Source: an optimization exercise on an open RTL-to-GDS flow (aim: small area). Production flows keep margins and buffers that such runs may drop.
Only simulation tests tie the RTL to the original design; equivalence was not proved.
Power figures rest on the tool's default switching activity, not on a simulated workload.

run 1:
Design cpu_top, start of the top module:
module cpu_top(
 		clk,
 		rst,
		start,
		stop,
	    start_addr,
		cpu_read_ack,
        cpu_read_data,
		cpu_read_valid,
        cpu_read_addr,
        segment_instruc,
		segment_instruc_valid,
        axis_data,
        axis_valid,
        axis_last,
        axis_ready
    );
Size in the first run: about 1200 cells after synthesis, ~310 flip-flops, roughly 13000 um^2 of cells after synthesis.
clock: 5.5 ns
lec_check: 0
abc_area: 1
cap_margin: 20
core_margin: 2
core_utilization: 40
slew_margin: 20
standard.sh (not shown) runs the stock make flow with config.mk's settings and CLKGATE_MAP_FILE= SYNTH_SCRIPT=/design/flow/synth_recipe.tcl, a recipe that flattens the netlist after the stock synthesis.
==> flow/flow/run.sh <==
#!/bin/bash
# Standard ORFS layout (the standard.sh), with buf_1 port buffers and a
# clock tree of small buffers without dummy loads. Each step's log is in orfs/logs.
set -euo pipefail
bash standard.sh synth > synth.log 2>&1
bash standard.sh finish \
  "BUFFER_PORTS_ARGS=-buffer_cell sky130_fd_sc_hd__buf_1" \
  "CTS_ARGS=-sink_clustering_enable -repair_clock_nets -dont_use_dummy_load -buf_list sky130_fd_sc_hd__clkbuf_4" \
  > layout.log 2>&1
Run 1 finished every step from synthesis to the final layout, and the layout passed the timing, design-rule and antenna checks.
The inputs of run 5 differ from those of run 1 as listed below.
Settings: changing CORE_UTILIZATION from 40 to 60; setting GPL_TIMING_DRIVEN to 0 for the first time.
--- a/flow/flow/run.sh
+++ b/flow/flow/run.sh
@@ -6,4 +6,4 @@
 bash standard.sh finish \
   "BUFFER_PORTS_ARGS=-buffer_cell sky130_fd_sc_hd__buf_1" \
-  "CTS_ARGS=-sink_clustering_enable -repair_clock_nets -dont_use_dummy_load -buf_list sky130_fd_sc_hd__clkbuf_4" \
+  "CTS_ARGS=-sink_clustering_enable -repair_clock_nets -dont_use_dummy_load -buf_list sky130_fd_sc_hd__clkbuf_4 -sink_clustering_size 8 -sink_clustering_max_diameter 60" \
   > layout.log 2>&1
Findings:
The flow did not stop early for run 5: all stages ran, and the layout cleared the timing, design-rule and antenna checks.
Run 1 | stages: all done | timing, DRC, antenna: all pass
Of run 5 and run 1, run 5 shows the lower count of H-tree levels built during CTS, with run 1 above it.
~same sequential cell count in run 5 and run 1
NOTE number of buffers created by CTS run 1->run 5 decreased by more than a quarter
Against run 1, run 5 comes in 2.4% lower on static leakage.

Another version of the RTL of cpu_top (not shown whole).
Size: about 1300 cells after synthesis, roughly 300 flip-flops, roughly 360 I/O pins, about 0.014 mm² of cells after synthesis.
clock: 5.5 ns
lec_check: 0
abc_area: 1
cap_margin: 20
core_margin: 2
core_utilization: 65
slew_margin: 20
==> flow/flow/run.sh <==
#!/bin/bash
# Standard ORFS layout (the standard.sh), with buf_1 port buffers and a
# clock tree of small buffers without dummy loads. Each step's log is in orfs/logs.
set -euo pipefail
bash standard.sh synth > synth.log 2>&1
bash standard.sh finish \
  "BUFFER_PORTS_ARGS=-buffer_cell sky130_fd_sc_hd__buf_1" \
  "CTS_ARGS=-sink_clustering_enable -repair_clock_nets -dont_use_dummy_load -buf_list {sky130_fd_sc_hd__clkbuf_2 sky130_fd_sc_hd__clkbuf_4}" \
  > layout.log 2>&1
The starting point finished with timing, DRC and antenna clean.
Change:
==> flow/flow/run.sh (replaced) <==
#!/bin/bash
# Standard ORFS layout, with smaller port buffers and a leaner clock tree.
set -euo pipefail
bash standard.sh synth > synth.log 2>&1
bash standard.sh finish \
  "BUFFER_PORTS_ARGS=-buffer_cell sky130_fd_sc_hd__buf_1" \
  "CTS_ARGS=-sink_clustering_enable -repair_clock_nets -dont_use_dummy_load -buf_list sky130_fd_sc_hd__clkbuf_4" \
  > layout.log 2>&1
- CORE_UTILIZATION: 65 -> 40
Synthesized cell count does not change.
Routed wire length rose by 6.4%.
Synthesized area is unchanged.
Cell area is higher by 1.8%.
Via count fell by 2.6%.
Sequential cell count does not change.
Register-to-register slack gets better by 0.05 ns.
Change:
- CORE_UTILIZATION: 40 -> 65
Result: The new run completed with no timing, DRC or antenna violations; register-to-register slack degrades by 0.05 ns; setup slack improves by 0.083 ns; combinational power is lower by about 3%; flip-flop and latch count stays the same; sequential share of layout area is higher by 0.98 points; power is lower by 2.0%; via count is higher by 2.7%; count of clock-buffer cells in the layout is lower by 4; routed wire length is lower by 6.0%.
Change:
--- a/flow/flow/run.sh
+++ b/flow/flow/run.sh
@@ -7 +7 @@
-  "CTS_ARGS=-sink_clustering_enable -repair_clock_nets -dont_use_dummy_load -buf_list sky130_fd_sc_hd__clkbuf_4" \
+  "CTS_ARGS=-sink_clustering_enable -repair_clock_nets -dont_use_dummy_load -buf_list sky130_fd_sc_hd__clkbuf_2" \
- CORE_UTILIZATION: 65 -> 40
Critical path depth shrinks by 14; synthesized area does not change; hold slack gets worse by 0.16 ns; via count falls by 2.6%; power decreases by 5.0%; sequential share of layout area drops by 0.23 points.

Setup of job 3289:
Another version of the RTL of cpu_top (not shown whole).
For scale: ~1,400 cells after synthesis, about 0.014 sq mm of cells after synthesis.
export LEC_CHECK = 0
export ABC_AREA = 1
export CAP_MARGIN = 20
export CORE_MARGIN = 2
export CORE_UTILIZATION = 40
export SLEW_MARGIN = 20
create_clock -name core_clock -period 5.5 [get_ports {clk}]
==> flow/flow/run.sh <==
#!/bin/bash
# Standard ORFS layout, with smaller port buffers and no CTS dummy loads.
set -euo pipefail
bash standard.sh synth > synth.log 2>&1
bash standard.sh finish \
  "BUFFER_PORTS_ARGS=-buffer_cell sky130_fd_sc_hd__buf_1" \
  "CTS_ARGS=-sink_clustering_enable -repair_clock_nets -dont_use_dummy_load" \
  > layout.log 2>&1
#### Input delta (job 6415 over job 3289)
==> flow/run.sh (new file) <==
#!/bin/bash
# synth_recipe.tcl (not shown) runs the flow's synth.tcl, then flattens the netlist and writes it again
# the make line also repeats each setting of config.mk as NAME=value (left out here)
make -C /OpenROAD-flow-scripts/flow DESIGN_CONFIG=/design/flow/config.mk WORK_HOME=/design/flow/orfs CLKGATE_MAP_FILE= SYNTH_SCRIPT=/design/flow/synth_recipe.tcl finish
removed: flow/flow/run.sh
removed: flow/standard.sh
Results
Job 6415 went all the way through synthesis, placement and routing and the layout is clean on timing, DRC and antenna.
From job 3289 to job 6415 the numbers moved as follows: detailed-routed wire length on met3 now larger, fraction of the cycle the final worst path needs now larger, non-clock buffer count now larger.
Diff job 3289 -> job 6415 | routed wire length | increase of 5.4%
For the total number of cells along the worst setup path, job 6415 came in about 3.4% lower than job 3289 did.
Job 6415 -> job 3289: synthesized cell count delta 0, exact match
For job 9042, these inputs were changed with respect to job 6415:
--- a/flow/config.mk
+++ b/flow/config.mk
@@ -8 +7,0 @@
-export ABC_AREA = 1
### Flow results
Job 9042 completed end to end with timing, DRC and antenna clean. Looking only at final critical-path setup slack, and setting everything else aside, the higher value of job 9042 and job 6415 goes to job 6415. Critical path required time, job 9042 and job 6415, higher one = job 9042. Job 9042 vs job 6415 — number of global-route vias before repair rose 182. On job 9042: via count is 157 lower than what job 6415 gave. Taking job 6415 as the reference point, the non-clock buffer count of job 9042 rises by 63. NOTE number of placed cells counting well taps job 6415->job 9042 decreased by a few percent. Min maximum fanout encountered on the critical timing path across job 9042 and job 6415: job 9042.
Here is what was changed in the inputs of job 7363 compared with job 9042.
--- a/flow/config.mk
+++ b/flow/config.mk
@@ -10,0 +11 @@
+export CTS_BUF_LIST = sky130_fd_sc_hd__clkbuf_4
### Flow results
Relative to job 9042, the count of clock buffers in the final design measured on job 7363 has increased by more than 100%. Between job 7363 and job 9042, the worst hold-check slack does not differ in any meaningful way. Job 7363 ended with more fraction of standard cell area that is sequential than job 9042. When the final numbers for job 7363 and job 9042 were put side by side, the area of all placed cells without fillers turned out to be smaller in job 7363. Setup slack (job 7363 over job 9042): increase, 0.022 ns. Diff job 7363..job 9042 | share of final layout cell area taken by clock buffers and inverters | negligible. Changes observed in job 7363 relative to job 9042: total power went down; aggregate routed wire length increased 0.69%. Job 7363 vs job 9042, slowest cell on the critical path: or4_4 vs clkdlybuf4s50_1.

## afterwards: timing with drivers on the ports
No port has a modelled driver above. Below, the same layouts with a new extraction and two added sets of constraints.
Step 1 sets driving cells, clkbuf_16 on the clock port and buf_2 on the other inputs (assumed; they add their load-dependent delay and slew).
Step 2, shift: input delay + t, output delay - t, t = (earliest + latest rising clock arrival at the registers) / 2. This alone moves slack from input paths to output paths.
Three values: ideal ports, drivers, drivers and shift; two values: the first two.
run | t (ns) | setup slack, ns | hold WS [ns] | clock arrival spread, ns | worst data-port slew with drivers (ns)
run 1 | 0.681 | 0.560 / 0.512 / 0.873 | 0.285 / 0.285 / 0.285 | 0.101 / 0.101 | 0.08
run 5 | 0.674 | 0.529 / 0.485 / 0.612 | 0.277 / 0.277 / 0.277 | 0.112 / 0.112 | 0.13
the first run of note 2 | 0.699 | 1.226 / 1.237 / 0.538 | 0.401 / 0.379 / 0.490 | 0.096 / 0.096 | 0.08
the second run of note 2 | 0.715 | 1.143 / 1.167 / 0.452 | 0.391 / 0.384 / 0.485 | 0.099 / 0.098 | 0.10
the third run of note 2 | 0.699 | 1.226 / 1.237 / 0.538 | 0.401 / 0.379 / 0.490 | 0.096 / 0.096 | 0.08
the fourth run of note 2 | 0.854 | 1.205 / 1.158 / 0.496 | 0.241 / 0.233 / 0.489 | 0.124 / 0.125 | 0.11
job 3289 | 0.546 | 0.638 / 0.627 / 0.081 | 0.476 / 0.476 / 0.476 | 0.020 / 0.021 | 0.11
job 6415 | 0.556 | 0.541 / 0.498 / -0.058 | 0.482 / 0.482 / 0.482 | 0.019 / 0.019 | 0.12
job 9042 | 0.568 | 0.246 / 0.276 / -0.292 | 0.467 / 0.467 / 0.467 | 0.020 / 0.020 | 0.11
job 7363 | 0.801 | 0.268 / 0.293 / -0.508 | 0.468 / 0.468 / 0.468 | 0.036 / 0.037 | 0.11
Met with ideal ports but missed after step 2: setup timing in job 6415, job 9042 and job 7363. For job 7363, which loses most, drivers alone change the setup slack by +0.025 ns; drivers and shift together by -0.776 ns.
